Background: an optimization exercise with open tools, aiming at small area. Do not read the settings as production practice.
Only the layout flow was run in this run; the RTL was not checked for function there.
No activity file was given, so power comes from the tool's default toggle rates.

### flow/config.mk
export PLATFORM = sky130hd
export DESIGN_NAME = top
export DESIGN_NICKNAME = top
export VERILOG_FILES = /design/flow/design.v
export SDC_FILE = /design/flow/constraint.sdc
export NUM_CORES = 4
export LEC_CHECK = 0
export CAP_MARGIN = 20
export CORE_MARGIN = 2
export CORE_UTILIZATION = 40
export SLEW_MARGIN = 20
### flow/constraint.sdc
create_clock -name core_clock -period 20.0 [get_ports {clk}]
set_input_delay 4.0000 -clock core_clock [delete_from_list [all_inputs] [get_ports {clk}]]
set_output_delay 4.0000 -clock core_clock [all_outputs]
set_load 0.01 [all_outputs]
### flow/design.v
module  counter60(
        input                   clk                     ,
        input                   rst_n                   ,
        input                   key2                    ,
        input                   key3                    ,
        input         [ 2: 0]   adjust                  ,
        input         [ 2: 0]   mode                    ,
        input                   en                      ,
        output  wire  [ 3: 0]   cnt_l                   ,
        output  wire  [ 3: 0]   cnt_h                   ,
        output  wire            cout 
);
reg     [ 3: 0]                 cnt0                            ;
wire                            add_cnt0                        ;
wire                            end_cnt0                        ;
reg     [ 3: 0]                 cnt1                            ;
wire                            add_cnt1                        ;
wire                            end_cnt1                        ;
always @(posedge clk or negedge rst_n)begin
    if(!rst_n)begin
        cnt0 <= 0;
    end
    else if(adjust == mode)begin
        if(key2)begin
            if(cnt0 == 'd9)
                cnt0    <=  'd0;
            else
                cnt0    <=  cnt0 + 1'b1;
        end
        else if(key3)begin
            if(cnt0 == 'd0)
                cnt0    <=  'd9;
            else
                cnt0    <=  cnt0 - 1'b1;    
        end
    end
    else if(add_cnt0)begin
        if(end_cnt0)
            cnt0 <= 0;
        else
            cnt0 <= cnt0 + 1;
    end
end
assign  add_cnt0        =       en;
assign  end_cnt0        =       (add_cnt0 && cnt0 == 10-1);
always @(posedge clk or negedge rst_n)begin 
    if(!rst_n)begin
        cnt1 <= 0;
    end
    else if(adjust == mode)begin
        if(key2 && cnt0 == 'd9)begin 
            if(cnt1 == 'd5)
                cnt1    <=  'd0;
            else
                cnt1    <=  cnt1 + 1'b1;
        end
        else if(key3 && cnt0 == 'd0)begin 
            if(cnt1 == 'd0)
                cnt1    <=  'd5;
            else    
                cnt1    <=  cnt1 - 1'b1;
        end
    end
    else if(add_cnt1)begin
        if(end_cnt1)
            cnt1 <= 0;
        else
            cnt1 <= cnt1 + 1;
    end
end
assign  add_cnt1        =       end_cnt0;
assign  end_cnt1        =       add_cnt1 && cnt1 == 6-1;
assign  cnt_l           =       cnt0;
assign  cnt_h           =       cnt1;
assign  cout            =       end_cnt1;
endmodule
module  counter24(
        input                   clk                     ,
        input                   rst_n                   ,
        input                   key2                    ,
        input                   key3                    ,
        input         [ 2: 0]   adjust                  ,
        input         [ 2: 0]   mode                    ,
        input                   en                      ,
        output  wire  [ 3: 0]   cnt_l                   ,
        output  wire  [ 3: 0]   cnt_h                   
);
reg     [ 3: 0]                 cnt0                            ;
wire                            add_cnt0                        ;
wire                            end_cnt0                        ;
reg     [ 3: 0]                 cnt1                            ;
wire                            add_cnt1                        ;
wire                            end_cnt1                        ;
always @(posedge clk or negedge rst_n)begin
    if(!rst_n)begin
        cnt0 <= 0;
    end
    else if(adjust == mode)begin
        if(key2)begin
            if((cnt0 == 10-1 && cnt1 < 2) || (cnt0 == 4-1 && cnt1 == 2))
                cnt0    <=  'd0;
            else
                cnt0    <=  cnt0 + 1'b1;
        end
        else if(key3)begin
            if(cnt0 == 'd0 && cnt1 == 'd0)
                cnt0    <=  'd3;
            else if(cnt0 == 'd0 && cnt1 != 'd0)
                cnt0    <=  'd9;
            else
                cnt0    <=  cnt0 - 1'b1;  
        end
    end
    else if(add_cnt0)begin
        if(end_cnt0)
            cnt0 <= 0;
        else
            cnt0 <= cnt0 + 1;
    end
end
assign  add_cnt0        =       en;
assign  end_cnt0        =       (add_cnt0 && cnt0 == 10-1 && cnt1 < 2) || (add_cnt0 && cnt0 == 4-1 && cnt1 == 2);
always @(posedge clk or negedge rst_n)begin 
    if(!rst_n)begin
        cnt1 <= 0;
    end
    else if(adjust == mode)begin
        if(key2 && cnt0 == 'd9 && cnt1 < 2) 
            cnt1    <=  cnt1 + 1'b1;
        else if(key2 && cnt0 == 'd3 && cnt1 == 2)
            cnt1    <=  'd0;
        else if(key3 && cnt0 == 'd0)begin 
            if(cnt1 == 'd0)
                cnt1    <=  'd2;
            else    
                cnt1    <=  cnt1 - 1'b1;
        end
    end
    else if(add_cnt1)begin
        if(end_cnt1)
            cnt1 <= 0;
        else
            cnt1 <= cnt1 + 1;
    end
end
assign  add_cnt1        =       end_cnt0;
assign  end_cnt1        =       add_cnt1 && cnt1 == 3-1;
assign  cnt_l           =       cnt0;
assign  cnt_h           =       cnt1;
endmodule
module  debounce(
        input                   clk                     ,
        input                   rst_n                   ,
        input                   key_in                  ,
        output  wire            key_out 
);
parameter   TIME_20MS           =        100                    ; 
parameter   TIME_0_5S           =        2500                   ; 
reg     [11: 0]                 cnt                             ;
wire                            add_cnt                         ;
wire                            end_cnt                         ;
reg     [ 1: 0]                 key_r                           ; 
always  @(posedge clk or negedge rst_n)begin
    if(rst_n==1'b0)begin
        key_r   <=      'd0;
    end
    else begin
        key_r   <=      {key_r[0],key_in};
    end
end
always @(posedge clk or negedge rst_n)begin
    if(!rst_n)begin
        cnt <= 0;
    end
    else if(add_cnt)begin
        if(end_cnt)
            cnt <= 0;  
        else
            cnt <= cnt + 1;
    end
    else begin
        cnt <=  0;
    end
end
assign  add_cnt     =       key_r[1] == 1'b0;       
assign  end_cnt     =       add_cnt && cnt == TIME_0_5S-1;   
assign  key_out     =       add_cnt && cnt == TIME_20MS-1; 
endmodule
module  alarm(
        input                   clk                     ,
        input                   rst_n                   ,
        input                   key1                    ,
        input                   key2                    ,
        input                   key3                    ,
        output  wire  [ 3: 0]   sec_l                   ,
        output  wire  [ 3: 0]   sec_h                   ,
        output  wire  [ 3: 0]   min_l                   ,
        output  wire  [ 3: 0]   min_h                   ,
        output  wire  [ 3: 0]   hour_l                  ,
        output  wire  [ 3: 0]   hour_h                  ,
        output  wire  [ 3: 0]   alarm_min_l             ,
        output  wire  [ 3: 0]   alarm_min_h             ,
        output  wire  [ 3: 0]   alarm_hour_l            ,
        output  wire  [ 3: 0]   alarm_hour_h            ,
        output  reg   [ 2: 0]   adjust 
);
parameter   ADJUST_END  =       6                               ; 
parameter   TIME_1S     =       5000                            ; 
reg     [12: 0]                 cnt                             ;
wire                            add_cnt                         ;
wire                            end_cnt                         ;
wire                            add_adjust                      ;
wire                            end_adjust                      ; 
wire                            en                              ; 
wire                            sec_cout                        ;
wire                            min_cout                        ; 
always @(posedge clk or negedge rst_n)begin
    if(!rst_n)begin
        cnt <= 0;
    end
    else if(add_cnt)begin
        if(end_cnt)
            cnt <= 0;
        else
            cnt <= cnt + 1;
    end
end
assign  add_cnt     =       1'd1;       
assign  end_cnt     =       add_cnt && cnt == TIME_1S-1;   
always @(posedge clk or negedge rst_n)begin
    if(!rst_n)begin
        adjust <= 0;
    end
    else if(add_adjust)begin
        if(end_adjust)
            adjust <= 0;
        else
            adjust <= adjust + 1;
    end
end
assign  add_adjust     =       key1;       
assign  end_adjust     =       add_adjust && adjust == ADJUST_END-1;   
assign  en      =       adjust == 'd0 && end_cnt;
counter60   sec_inst(
        .clk                    (clk                    ),
        .rst_n                  (rst_n                  ),
        .key2                   (key2                   ),
        .key3                   (key3                   ),
        .adjust                 (adjust                 ),
        .mode                   (3'd1                   ),
        .en                     (en                     ),
        .cnt_l                  (sec_l                  ),
        .cnt_h                  (sec_h                  ),
        .cout                   (sec_cout               )
);
counter60   min_inst(
        .clk                    (clk                    ),
        .rst_n                  (rst_n                  ),
        .key2                   (key2                   ),
        .key3                   (key3                   ),
        .adjust                 (adjust                 ),
        .mode                   (3'd2                   ),
        .en                     (sec_cout               ),
        .cnt_l                  (min_l                  ),
        .cnt_h                  (min_h                  ),
        .cout                   (min_cout               )
);
counter24   hour_inst(
        .clk                    (clk                    ),
        .rst_n                  (rst_n                  ),
        .key2                   (key2                   ),
        .key3                   (key3                   ),
        .adjust                 (adjust                 ),
        .mode                   (3'd3                   ),
        .en                     (min_cout               ),
        .cnt_l                  (hour_l                 ),
        .cnt_h                  (hour_h                 )
);
counter60   alarm_min_inst(
        .clk                    (clk                    ),
        .rst_n                  (rst_n                  ),
        .key2                   (key2                   ),
        .key3                   (key3                   ),
        .adjust                 (adjust                 ),
        .mode                   (3'd4                   ),
        .en                     (1'b0                   ),
        .cnt_l                  (alarm_min_l            ),
        .cnt_h                  (alarm_min_h            ),
        .cout                   (                       )
);
counter24   alarm_hour_inst(
        .clk                    (clk                    ),
        .rst_n                  (rst_n                  ),
        .key2                   (key2                   ),
        .key3                   (key3                   ),
        .adjust                 (adjust                 ),
        .mode                   (3'd5                   ),
        .en                     (1'b0                   ),
        .cnt_l                  (alarm_hour_l           ),
        .cnt_h                  (alarm_hour_h           )
);
endmodule
module  led(
        input                   clk                     ,
        input                   rst_n                   ,
        input         [ 3: 0]   alarm_min_l             ,
        input         [ 3: 0]   alarm_min_h             ,
        input         [ 3: 0]   alarm_hour_l            ,
        input         [ 3: 0]   alarm_hour_h            ,
        input         [ 3: 0]   min_l                   ,
        input         [ 3: 0]   min_h                   ,
        input         [ 3: 0]   hour_l                  ,
        input         [ 3: 0]   hour_h                  ,
        output  reg             led 
);
parameter   TIME_0_1S   =       500                             ; 
reg     [ 8: 0]                 cnt                             ;
wire                            add_cnt                         ;
wire                            end_cnt                         ; 
wire                            alarm                           ;
assign  alarm       =       (alarm_hour_h == hour_h) && (alarm_hour_l == hour_l) && (alarm_min_h == min_h) && (alarm_min_l == min_l);
always @(posedge clk or negedge rst_n)begin
    if(!rst_n)begin
        cnt <= 0;
    end
    else if(add_cnt)begin
        if(end_cnt)
            cnt <= 0;
        else
            cnt <= cnt + 1;
    end
end
assign  add_cnt     =       alarm;       
assign  end_cnt     =       add_cnt && cnt == TIME_0_1S-1;   
always  @(posedge clk or negedge rst_n)begin
    if(rst_n==1'b0)begin
        led <=  1'b0;
    end
    else if(alarm && end_cnt)begin
        led <=  ~led;
    end
    else if(alarm)
        led <=  led;
    else
        led <=  1'b0;
end
endmodule
module  lcd(
        input                   clk                     ,
        input                   rst_n                   ,
        input         [ 3: 0]   sec_l                   ,
        input         [ 3: 0]   sec_h                   ,
        input         [ 3: 0]   min_l                   ,
        input         [ 3: 0]   min_h                   ,
        input         [ 3: 0]   hour_l                  ,
        input         [ 3: 0]   hour_h                  ,
        input         [ 3: 0]   alarm_min_l             ,
        input         [ 3: 0]   alarm_min_h             ,
        input         [ 3: 0]   alarm_hour_l            ,
        input         [ 3: 0]   alarm_hour_h            ,
        input         [ 2: 0]   adjust                  ,
        output  reg             rs                      ,
        output  wire            rw                      ,
        output  wire            en                      ,
        output  wire            on                      ,
        output  reg   [ 7: 0]   data                    
);
parameter   TIME_15MS   =       75                              ; 
parameter   TIME_0_2S   =       1000                            ; 
parameter   TIME_500HZ  =       5                               ; 
parameter   IDLE        =       6'd0                            ; 
parameter   INIT        =       6'd1                            ;
parameter   S0          =       6'd2                            ;
parameter   S1          =       6'd3                            ;
parameter   S2          =       6'd4                            ; 
parameter   S3          =       6'd5                            ;
parameter   ROW1        =       6'd6                            ; 
parameter   ONE0        =       6'd7                            ; 
parameter   ONE1        =       6'd8                            ; 
parameter   ONE2        =       6'd9                            ; 
parameter   ONE3        =       6'd10                           ; 
parameter   ONE4        =       6'd11                           ; 
parameter   ONE5        =       6'd12                           ; 
parameter   ONE6        =       6'd13                           ; 
parameter   ONE7        =       6'd14                           ; 
parameter   ONE8        =       6'd15                           ; 
parameter   ONE9        =       6'd16                           ; 
parameter   ONE10       =       6'd17                           ; 
parameter   ONE11       =       6'd18                           ; 
parameter   ONE12       =       6'd19                           ; 
parameter   ONE13       =       6'd20                           ; 
parameter   ONE14       =       6'd21                           ; 
parameter   ONE15       =       6'd22                           ; 
parameter   ROW2        =       6'd23                           ; 
parameter   TWO0        =       6'd24                           ; 
parameter   TWO1        =       6'd25                           ; 
parameter   TWO2        =       6'd26                           ; 
parameter   TWO3        =       6'd27                           ; 
parameter   TWO4        =       6'd28                           ; 
parameter   TWO5        =       6'd29                           ; 
parameter   TWO6        =       6'd30                           ; 
parameter   TWO7        =       6'd31                           ; 
parameter   TWO8        =       6'd32                           ; 
parameter   TWO9        =       6'd33                           ; 
parameter   TWO10       =       6'd34                           ; 
parameter   TWO11       =       6'd35                           ; 
parameter   TWO12       =       6'd36                           ; 
parameter   TWO13       =       6'd37                           ; 
parameter   TWO14       =       6'd38                           ; 
parameter   TWO15       =       6'd39                           ; 
reg     [ 5: 0]                 status_c                        ;
reg     [ 5: 0]                 status_n                        ; 
wire    [ 7: 0]                 one_0                           ; 
wire    [ 7: 0]                 one_1                           ; 
wire    [ 7: 0]                 one_2                           ; 
wire    [ 7: 0]                 one_3                           ; 
wire    [ 7: 0]                 one_4                           ; 
wire    [ 7: 0]                 one_5                           ; 
reg     [ 7: 0]                 one_6                           ; 
reg     [ 7: 0]                 one_7                           ; 
wire    [ 7: 0]                 one_8                           ; 
reg     [ 7: 0]                 one_9                           ; 
reg     [ 7: 0]                 one_10                          ; 
wire    [ 7: 0]                 one_11                          ; 
wire    [ 7: 0]                 one_12                          ; 
wire    [ 7: 0]                 one_13                          ; 
wire    [ 7: 0]                 one_14                          ; 
wire    [ 7: 0]                 one_15                          ;
wire    [ 7: 0]                 two_0                           ; 
wire    [ 7: 0]                 two_1                           ; 
wire    [ 7: 0]                 two_2                           ; 
wire    [ 7: 0]                 two_3                           ; 
wire    [ 7: 0]                 two_4                           ; 
wire    [ 7: 0]                 two_5                           ; 
reg     [ 7: 0]                 two_6                           ; 
reg     [ 7: 0]                 two_7                           ; 
wire    [ 7: 0]                 two_8                           ; 
reg     [ 7: 0]                 two_9                           ; 
reg     [ 7: 0]                 two_10                          ; 
wire    [ 7: 0]                 two_11                          ; 
reg     [ 7: 0]                 two_12                          ; 
reg     [ 7: 0]                 two_13                          ; 
wire    [ 7: 0]                 two_14                          ; 
wire    [ 7: 0]                 two_15                          ; 
reg                             scan_flag                       ; 
reg     [ 9: 0]                 cnt1                            ;
wire                            add_cnt1                        ;
wire                            end_cnt1                        ;
reg     [ 2: 0]                 cnt                             ;
wire                            add_cnt                         ;
wire                            end_cnt                         ;
reg                             lcd_clk                         ; 
reg     [ 6: 0]                 cnt2                            ;
wire                            add_cnt2                        ;
wire                            end_cnt2                        ;
reg                             flag                            ; 
assign  on          =       1'b1; 
assign  rw          =       1'b0; 
assign  en          =       lcd_clk;
assign  one_0       =       "A";
assign  one_1       =       "l";
assign  one_2       =       "a";
assign  one_3       =       "r";
assign  one_4       =       "m";
assign  one_5       =       ":";
assign  one_8       =       "-";
assign  one_11      =       " ";
assign  one_12      =       " ";
assign  one_13      =       " ";
assign  one_14      =       " ";
assign  one_15      =       " ";
assign  two_0       =       "C";
assign  two_1       =       "l";
assign  two_2       =       "o";
assign  two_3       =       "c";
assign  two_4       =       "k";
assign  two_5       =       ":";
assign  two_8       =       "-";
assign  two_11      =       "-";
assign  two_14      =       " ";
assign  two_15      =       " ";
always @(posedge clk or negedge rst_n)begin
    if(!rst_n)begin
        cnt1 <= 0;
    end
    else if(add_cnt1)begin
        if(end_cnt1)
            cnt1 <= 0;
        else
            cnt1 <= cnt1 + 1;
    end
end
assign  add_cnt1        =       1'b1;       
assign  end_cnt1        =       add_cnt1 && cnt1 == TIME_0_2S-1;
always  @(posedge clk or negedge rst_n)begin
    if(rst_n==1'b0)begin
        scan_flag   <=  1'b0;
    end
    else if(end_cnt1)begin
        scan_flag   <=  ~scan_flag;
    end
end
always  @(posedge clk or negedge rst_n)begin
    if(rst_n==1'b0)begin
        two_12  <=  8'h30;
        two_13  <=  8'h30;
    end
    else if(adjust == 'd1 && scan_flag)begin
        two_12  <=  8'h20; 
        two_13  <=  8'h20;
    end
    else begin
        two_12  <=  sec_h + 8'h30;
        two_13  <=  sec_l + 8'h30;
    end
end
always  @(posedge clk or negedge rst_n)begin
    if(rst_n==1'b0)begin
        two_9   <=  8'h30;
        two_10  <=  8'h30;
    end
    else if(adjust == 'd2 && scan_flag)begin
        two_9   <=  8'h20; 
        two_10  <=  8'h20;
    end
    else begin
        two_9   <=  min_h + 8'h30;
        two_10  <=  min_l + 8'h30;
    end
end
always  @(posedge clk or negedge rst_n)begin
    if(rst_n==1'b0)begin
        two_6   <=  8'h30;
        two_7   <=  8'h30;
    end
    else if(adjust == 'd3 && scan_flag)begin
        two_6   <=  8'h20; 
        two_7   <=  8'h20;
    end
    else begin
        two_6   <=  hour_h + 8'h30;
        two_7   <=  hour_l + 8'h30;
    end
end
always  @(posedge clk or negedge rst_n)begin
    if(rst_n==1'b0)begin
        one_9   <=      8'h30;
        one_10  <=      8'h30;
    end
    else if(adjust == 'd4 && scan_flag)begin
        one_9   <=      8'h20;
        one_10  <=      8'h20;
    end
    else begin
        one_9   <=      alarm_min_h + 8'h30;
        one_10  <=      alarm_min_l + 8'h30;
    end
end
always  @(posedge clk or negedge rst_n)begin
    if(rst_n==1'b0)begin
        one_6   <=      8'h30;
        one_7   <=      8'h30;
    end
    else if(adjust == 'd5 && scan_flag)begin
        one_6   <=      8'h20;
        one_7   <=      8'h20;
    end
    else begin
        one_6   <=      alarm_hour_h + 8'h30;
        one_7   <=      alarm_hour_l + 8'h30;
    end
end
always @(posedge clk or negedge rst_n)begin
    if(!rst_n)begin
        cnt <= 0;
    end
    else if(add_cnt)begin
        if(end_cnt)
            cnt <= 0;
        else
            cnt <= cnt + 1;
    end
end
assign  add_cnt     =       1'b1;       
assign  end_cnt     =       add_cnt && cnt == TIME_500HZ-1;   
always  @(posedge clk or negedge rst_n)begin
    if(rst_n==1'b0)begin
        lcd_clk     <=      1'b0;
    end
    else if(end_cnt)begin
        lcd_clk     <=      ~lcd_clk;
    end
end
always @(posedge clk or negedge rst_n)begin
    if(!rst_n)begin
        cnt2 <= 0;
    end
    else if(add_cnt2)begin
        if(end_cnt2)
            cnt2 <= 0;
        else
            cnt2 <= cnt2 + 1;
    end
end
assign  add_cnt2        =       flag == 1'b0;       
assign  end_cnt2        =       add_cnt2 && cnt2 == TIME_15MS-1;
always  @(posedge clk or negedge rst_n)begin
    if(rst_n==1'b0)begin
        flag    <=  1'b0;
    end
    else if(end_cnt2)begin
        flag    <=  1'b1;
    end
end
always@(posedge clk or negedge rst_n)begin
    if(!rst_n)begin
        status_c <= IDLE;
    end
    else if(end_cnt && lcd_clk == 1'b0)begin
        status_c <= status_n;
    end
end
always@(*)begin
    case(status_c)
        IDLE:begin
            rs           =      1'b0;   
            data         =      8'h38;
            if(flag)                    
                status_n     =      INIT; 
            else
                status_n     =      status_c;
        end
        INIT:begin
            rs           =      1'b0;   
            data         =      8'h38;
            status_n     =      S0; 
        end
        S0:begin
            rs           =      1'b0;   
            data         =      8'h08;
            status_n     =      S1; 
        end
        S1:begin
            rs           =      1'b0;   
            data         =      8'h01;
            status_n     =      S2; 
        end
        S2:begin
            rs           =      1'b0;   
            data         =      8'h06;
            status_n     =      S3; 
        end
        S3:begin
            rs           =      1'b0;   
            data         =      8'h0c;
            status_n     =      ROW1; 
        end
        ROW1:begin
            rs           =      1'b0;   
            data         =      8'h80;
            status_n     =      ONE0; 
        end
        ONE0:begin
            rs           =      1'b1;   
            data         =      one_0;
            status_n     =      ONE1; 
        end
        ONE1:begin
            rs           =      1'b1;   
            data         =      one_1;
            status_n     =      ONE2; 
        end
        ONE2:begin
            rs           =      1'b1;   
            data         =      one_2;
            status_n     =      ONE3; 
        end
        ONE3:begin
            rs           =      1'b1;   
            data         =      one_3;
            status_n     =      ONE4; 
        end
        ONE4:begin
            rs           =      1'b1;   
            data         =      one_4;
            status_n     =      ONE5; 
        end
        ONE5:begin
            rs           =      1'b1;   
            data         =      one_5;
            status_n     =      ONE6; 
        end
        ONE6:begin
            rs           =      1'b1;   
            data         =      one_6;
            status_n     =      ONE7; 
        end
        ONE7:begin
            rs           =      1'b1;   
            data         =      one_7;
            status_n     =      ONE8; 
        end
        ONE8:begin
            rs           =      1'b1;   
            data         =      one_8;
            status_n     =      ONE9; 
        end
        ONE9:begin
            rs           =      1'b1;   
            data         =      one_9;
            status_n     =      ONE10; 
        end
        ONE10:begin
            rs           =      1'b1;   
            data         =      one_10;
            status_n     =      ONE11; 
        end
        ONE11:begin
            rs           =      1'b1;   
            data         =      one_11;
            status_n     =      ONE12; 
        end
        ONE12:begin
            rs           =      1'b1;   
            data         =      one_12;
            status_n     =      ONE13; 
        end
        ONE13:begin
            rs           =      1'b1;   
            data         =      one_13;
            status_n     =      ONE14; 
        end
        ONE14:begin
            rs           =      1'b1;   
            data         =      one_14;
            status_n     =      ONE15; 
        end
        ONE15:begin
            rs           =      1'b1;   
            data         =      one_15;
            status_n     =      ROW2; 
        end
        ROW2:begin
            rs           =      1'b0;   
            data         =      8'hc0;
            status_n     =      TWO0; 
        end
        TWO0:begin
            rs           =      1'b1;   
            data         =      two_0;
            status_n     =      TWO1; 
        end
        TWO1:begin
            rs           =      1'b1;   
            data         =      two_1;
            status_n     =      TWO2; 
        end
        TWO2:begin
            rs           =      1'b1;   
            data         =      two_2;
            status_n     =      TWO3; 
        end
        TWO3:begin
            rs           =      1'b1;   
            data         =      two_3;
            status_n     =      TWO4; 
        end
        TWO4:begin
            rs           =      1'b1;   
            data         =      two_4;
            status_n     =      TWO5; 
        end
        TWO5:begin
            rs           =      1'b1;   
            data         =      two_5;
            status_n     =      TWO6; 
        end
        TWO6:begin
            rs           =      1'b1;   
            data         =      two_6;
            status_n     =      TWO7; 
        end
        TWO7:begin
            rs           =      1'b1;   
            data         =      two_7;
            status_n     =      TWO8; 
        end
        TWO8:begin
            rs           =      1'b1;   
            data         =      two_8;
            status_n     =      TWO9; 
        end
        TWO9:begin
            rs           =      1'b1;   
            data         =      two_9;
            status_n     =      TWO10; 
        end
        TWO10:begin
            rs           =      1'b1;   
            data         =      two_10;
            status_n     =      TWO11; 
        end
        TWO11:begin
            rs           =      1'b1;   
            data         =      two_11;
            status_n     =      TWO12; 
        end
        TWO12:begin
            rs           =      1'b1;   
            data         =      two_12;
            status_n     =      TWO13; 
        end
        TWO13:begin
            rs           =      1'b1;   
            data         =      two_13;
            status_n     =      TWO14; 
        end
        TWO14:begin
            rs           =      1'b1;   
            data         =      two_14;
            status_n     =      TWO15; 
        end
        TWO15:begin
            rs           =      1'b1;   
            data         =      two_15;
            status_n     =      ROW1; 
        end
        default:begin
            rs           =      1'b0;   
            data         =      8'h00;
            status_n     =      IDLE; 
        end
    endcase
end
endmodule
module  top(
        input                   clk                     ,
        input                   s_rst_n                 ,
        input                   key1                    , 
        input                   key2                    , 
        input                   key3                    , 
        output  wire            led                     , 
        output  wire            rs                      ,
        output  wire            rw                      ,
        output  wire            en                      ,
        output  wire            on                      ,
        output  wire  [ 7: 0]   data                    
);
wire                            key1_out                        ;
wire                            key2_out                        ; 
wire                            key3_out                        ; 
wire    [ 3: 0]                 sec_l                           ; 
wire    [ 3: 0]                 sec_h                           ;
wire    [ 3: 0]                 min_l                           ;
wire    [ 3: 0]                 min_h                           ;
wire    [ 3: 0]                 hour_l                          ;
wire    [ 3: 0]                 hour_h                          ;
wire    [ 3: 0]                 alarm_min_l                     ;
wire    [ 3: 0]                 alarm_min_h                     ;
wire    [ 3: 0]                 alarm_hour_l                    ;
wire    [ 3: 0]                 alarm_hour_h                    ;
wire    [ 2: 0]                 adjust                          ; 
reg     [ 1: 0]                 rst_r                           ; 
wire                            rst_n                           ; 
always  @(posedge clk or negedge s_rst_n)begin
    if(s_rst_n==1'b0)begin
        rst_r   <=  'd0;
    end
    else begin
        rst_r   <=  {rst_r[0],1'b1};
    end
end
assign  rst_n   =       rst_r[1];
lcd lcd_inst(
        .clk                    (clk                    ),
        .rst_n                  (rst_n                  ),
        .sec_l                  (sec_l                  ),
        .sec_h                  (sec_h                  ),
        .min_l                  (min_l                  ),
        .min_h                  (min_h                  ),
        .hour_l                 (hour_l                 ),
        .hour_h                 (hour_h                 ),
        .alarm_min_l            (alarm_min_l            ),
        .alarm_min_h            (alarm_min_h            ),
        .alarm_hour_l           (alarm_hour_l           ),
        .alarm_hour_h           (alarm_hour_h           ),
        .adjust                 (adjust                 ),
        .rs                     (rs                     ),
        .rw                     (rw                     ),
        .en                     (en                     ),
        .on                     (on                     ),
        .data                   (data                   )
);
alarm   alarm_inst(
        .clk                    (clk                    ),
        .rst_n                  (rst_n                  ),
        .key1                   (key1_out               ),
        .key2                   (key2_out               ),
        .key3                   (key3_out               ),
        .sec_l                  (sec_l                  ),
        .sec_h                  (sec_h                  ),
        .min_l                  (min_l                  ),
        .min_h                  (min_h                  ),
        .hour_l                 (hour_l                 ),
        .hour_h                 (hour_h                 ),
        .alarm_min_l            (alarm_min_l            ),
        .alarm_min_h            (alarm_min_h            ),
        .alarm_hour_l           (alarm_hour_l           ),
        .alarm_hour_h           (alarm_hour_h           ),
        .adjust                 (adjust                 )
);
led led_inst(
        .clk                    (clk                    ),
        .rst_n                  (rst_n                  ),
        .alarm_min_l            (alarm_min_l            ),
        .alarm_min_h            (alarm_min_h            ),
        .alarm_hour_l           (alarm_hour_l           ),
        .alarm_hour_h           (alarm_hour_h           ),
        .min_l                  (min_l                  ),
        .min_h                  (min_h                  ),
        .hour_l                 (hour_l                 ),
        .hour_h                 (hour_h                 ),
        .led                    (led                    )
);
debounce    debounce_inst1(
        .clk                    (clk                    ),
        .rst_n                  (rst_n                  ),
        .key_in                 (key1                   ),
        .key_out                (key1_out               )
);
debounce    debounce_inst2(
        .clk                    (clk                    ),
        .rst_n                  (rst_n                  ),
        .key_in                 (key2                   ),
        .key_out                (key2_out               )
);
debounce    debounce_inst3(
        .clk                    (clk                    ),
        .rst_n                  (rst_n                  ),
        .key_in                 (key3                   ),
        .key_out                (key3_out               )
);
endmodule
### flow/run.sh
#!/bin/bash
# synth_recipe.tcl (not shown) runs the flow's synth.tcl, then flattens the netlist and writes it again
# the make line also repeats each setting of config.mk as NAME=value (left out here)
make -C /OpenROAD-flow-scripts/flow DESIGN_CONFIG=/design/flow/config.mk WORK_HOME=/design/flow/orfs CLKGATE_MAP_FILE= SYNTH_SCRIPT=/design/flow/synth_recipe.tcl finish
==> summary.txt <==
DR WL/cell=15.8 um; Placeable Area=0.0259 mm^2; hold slack=348 ps; initial DRC count=815; max-slew violation count=0; RSZ-0062 raised after global routing=false; Final Hold Viols=0; Final #Nets=1163; most frequent cells in the layout=dfrtp_1, nor2_1, nand2_1; vias in the first global route=7702; RD Place Congestion=0.879; minimum clock period=7240 ps; Max Cap Viol=0; drt first pass iters=6; Ant. Diodes=0; worst r2r src=alarm_inst.min_inst.cnt0[1]; Post-CTS Setup Bufs=0; commonest non-fill, non-tap cell in the layout=dfrtp_1; kind of critical path=register to output port; first-pass GRT wire length=39.4 mm; Setup TNS Final=0 ps; WL final=23.1 mm; Critical Path RT=16000 ps; Post-Synthesis Cells=1127; hold_buf cts=0; clock-pin slew on the worst setup and hold paths=70 ps; worst vdd ir=0.0480 mV; Skew-Pair Late Insertion Delay=450 ps; remaining global-route overflow=0; fmax=0.138 GHz; worst hold path type=register to asynchronous set/reset pin; Vias per Instance=5.62; die area=0.0276 mm^2; Final setup viols=0; post-cts sizing count=0; Static Leak=4.87 nW; fraction of layout cells with a size suffix above 1=6.99%; DRT antenna net count=0; R2R depth=8; Sink Count=184; Avg Inst Size Synth=9.32 um^2; worst setup path startpoint=lcd_inst.status_c[2]; worst r2r dst=alarm_inst.hour_inst.cnt0[2]; Async SR Flop Fraction=100%; crit start category=register; GRT Overall Usage=17.3%; Worst EP arrival=3240 ps; Critical Path End Type=output port; CTS tree=built; flop2flop setup slack=17300 ps; port bufs=15; register area share after synthesis=43.9%; Tcrit/Tclk final=36.2%; Fin Clk Skew=12.7 ps; YS warnings=7; Post-Syn Area=0.0105 mm^2; worst-path fanout max=26; top sig layer=met4; clock root buffer=clkbuf_16; FF+latch count, synth=184; clock tree buffer depth=2; WL met3=948 um; Post-synth EDFFs=0; largest net degree at the start of global routing=78; initial antenna violation count=0; Worst Setup EP=data[0]; Ports=18; P&R area growth vs syn=9.66%; status=no timing/DRC/antenna violations; Multi-input gate area=0.00549 mm^2; DP HPWL=16.4 mm; # DRC=0; Max-slew headroom=34.3%; metal2 WL=10.2 mm; Cell variety after synth=86; Die W=166 um; Initial Util=40.5%; FF/Latch Area=0.00461 mm^2; fill cell count=2449; Main synth FF type=dfrtp_1; Num CTS Buffers=17; worst-margin pin slew=984 ps; Die H=166 um; # H-tree levels=4; Setup WS pre-CTS=13270 ps; # rows=59; Final Util=44.4%; WL met1=11.4 mm; routed vias=8237; worst setup margin=12760 ps; pwr dens=63.6 mW/mm^2
==> sequential cells by signal, indices dropped and copies added (netlist names), 6 cells and up <==
signal	flops
alarm_inst.cnt	13
debounce_inst1.cnt	12
debounce_inst2.cnt	12
debounce_inst3.cnt	12
lcd_inst.cnt1	10
lcd_inst.cnt2	7
lcd_inst.status_c	6
led_inst.cnt	9
==> power by group <==
group	leakage (nW)	total, mW	internal, mW	switching, mW
clock network	0.293	0.344	0.179	0.165
logic	2.10	0.0112	0.00309	0.00808
registers	2.47	0.378	0.374	0.00364
==> cell type report <==
type	instances	area share, %
Multi-Input combinational cell	845	47.7
Tap cell	335	3.64
Clock buffer	17	3.69
Timing Repair Buffer	23	1.83
Sequential cell	184	40.1
Clock inverter	15	1.58
Inverter	46	1.50
==> logic make-up (layout without fill, tap and decap cells) <==
group                      Yosys count  in the layout  share of synthesized area (%)
xor gates and xnor gates            85             85                           7.09
and+or+nand+nor                    431            431                           22.0
other                                2              3                         0.0715
muxes                               12             12                           1.24
DFF                                184            184                           43.9
AOI/OAI and AO/OA                  273            273                           17.0
adders and majority gates           41             41                           4.88
buffers and inverters               99            101                           3.88
==> synthesized netlist by cell type, types with 5 or more instances <==
cell        n  area share [%]
a31oi_1    19             1.1
clkbuf_1   38             1.4
nand3_1    47             2.2
o21ai_1     5            0.24
dfstp_2     5             1.3
a21oi_1    72             3.4
and4_1      6            0.50
o31ai_1    17             1.2
buf_4       5            0.36
o21ai_0    56             2.7
o21a_1      7            0.50
and2_1     27             1.6
a22o_1      6            0.50
or3_1       7            0.42
nand2b_1   13            0.77
nor3_1     33             1.6
ha_1       41             4.9
xor2_1     34             2.8
inv_1      46             1.6
a22oi_1    16             1.1
nand3b_1    9            0.64
a21o_1      7            0.50
nor2_1    107             3.8
mux2i_1     7            0.67
o22ai_1     9            0.54
nor2b_1    16            0.95
nand4_1    22             1.3
dfrtp_1   179              43
xnor2_1    51             4.3
nand2_1    79             2.8
nor4_1     10            0.60
and3_1     18             1.1
buf_2       6            0.29
a221oi_1    6            0.50
==> per-layer routing <==
metal  GRT usage, %  up-vias
met2           26.2      180
met4           6.81        0
met5              0        -
met3           2.72       36
met1           24.9     4000
li1               -     4021
==> critical path, cell delays in order (launching register included) <==
cell             delay (ps)
dfrtp_1                 840
nand2_1                 280
nor4_1                  640
a22oi_1                 210
nand4_1                 140
nor2_1                   70
o21ai_0                  70
clkdlybuf4s50_1         560
==> stage by stage <==
stage,cells,cell area [um^2],power (mW)
after floorplan,1128,10500,0.393
after global placement,1433,10900,0.397
after detailed placement,1433,10900,0.397
after CTS,1465,11500,0.744
after global routing,1465,11500,0.760
final,1465,11500,0.733
==> worst min-delay path by stage <==
| stage | end | startpoint | slack (ps) | cells after the start |
|---|---|---|---|---|
| CTS | debounce_inst1.key_r[1] | debounce_inst1.key_r[0] | 360 | 0 |
| global route | debounce_inst1.key_r[1] | debounce_inst1.key_r[0] | 360 | 0 |
| detailed placement | debounce_inst1.key_r[1] | debounce_inst1.key_r[0] | 340 | 0 |
| floorplan | debounce_inst1.key_r[1] | debounce_inst1.key_r[0] | 330 | 0 |
| global placement | debounce_inst3.key_r[1] | debounce_inst3.key_r[0] | 330 | 0 |
| finish | debounce_inst1.cnt[11] | rst_r[1] | 350 | 0 |

port drivers added, routing unchanged:
In the flow no input, the clock included, has a driving cell. The finished layout below was timed again as built, in two steps.
Step 1: set_driving_cell puts a clkbuf_16 on clk and a buf_2 on each other input, an assumption about the parent block.
Step 2 times the ports against the registers' clock, not the clock port: input delays grow and output delays shrink by t, the midpoint of the rising clock arrivals with the driver on.
a / b / c = ideal / step 1 / step 2; a / b = the first two.
t (ns): 0.493
setup slack, ns: 12.756 / 12.706 / 13.199
clock arrival spread, ns: 0.014 / 0.014
After both steps this run still meets setup and hold. For this run, drivers alone change the setup slack by -0.050 ns; drivers and shift together by +0.443 ns.
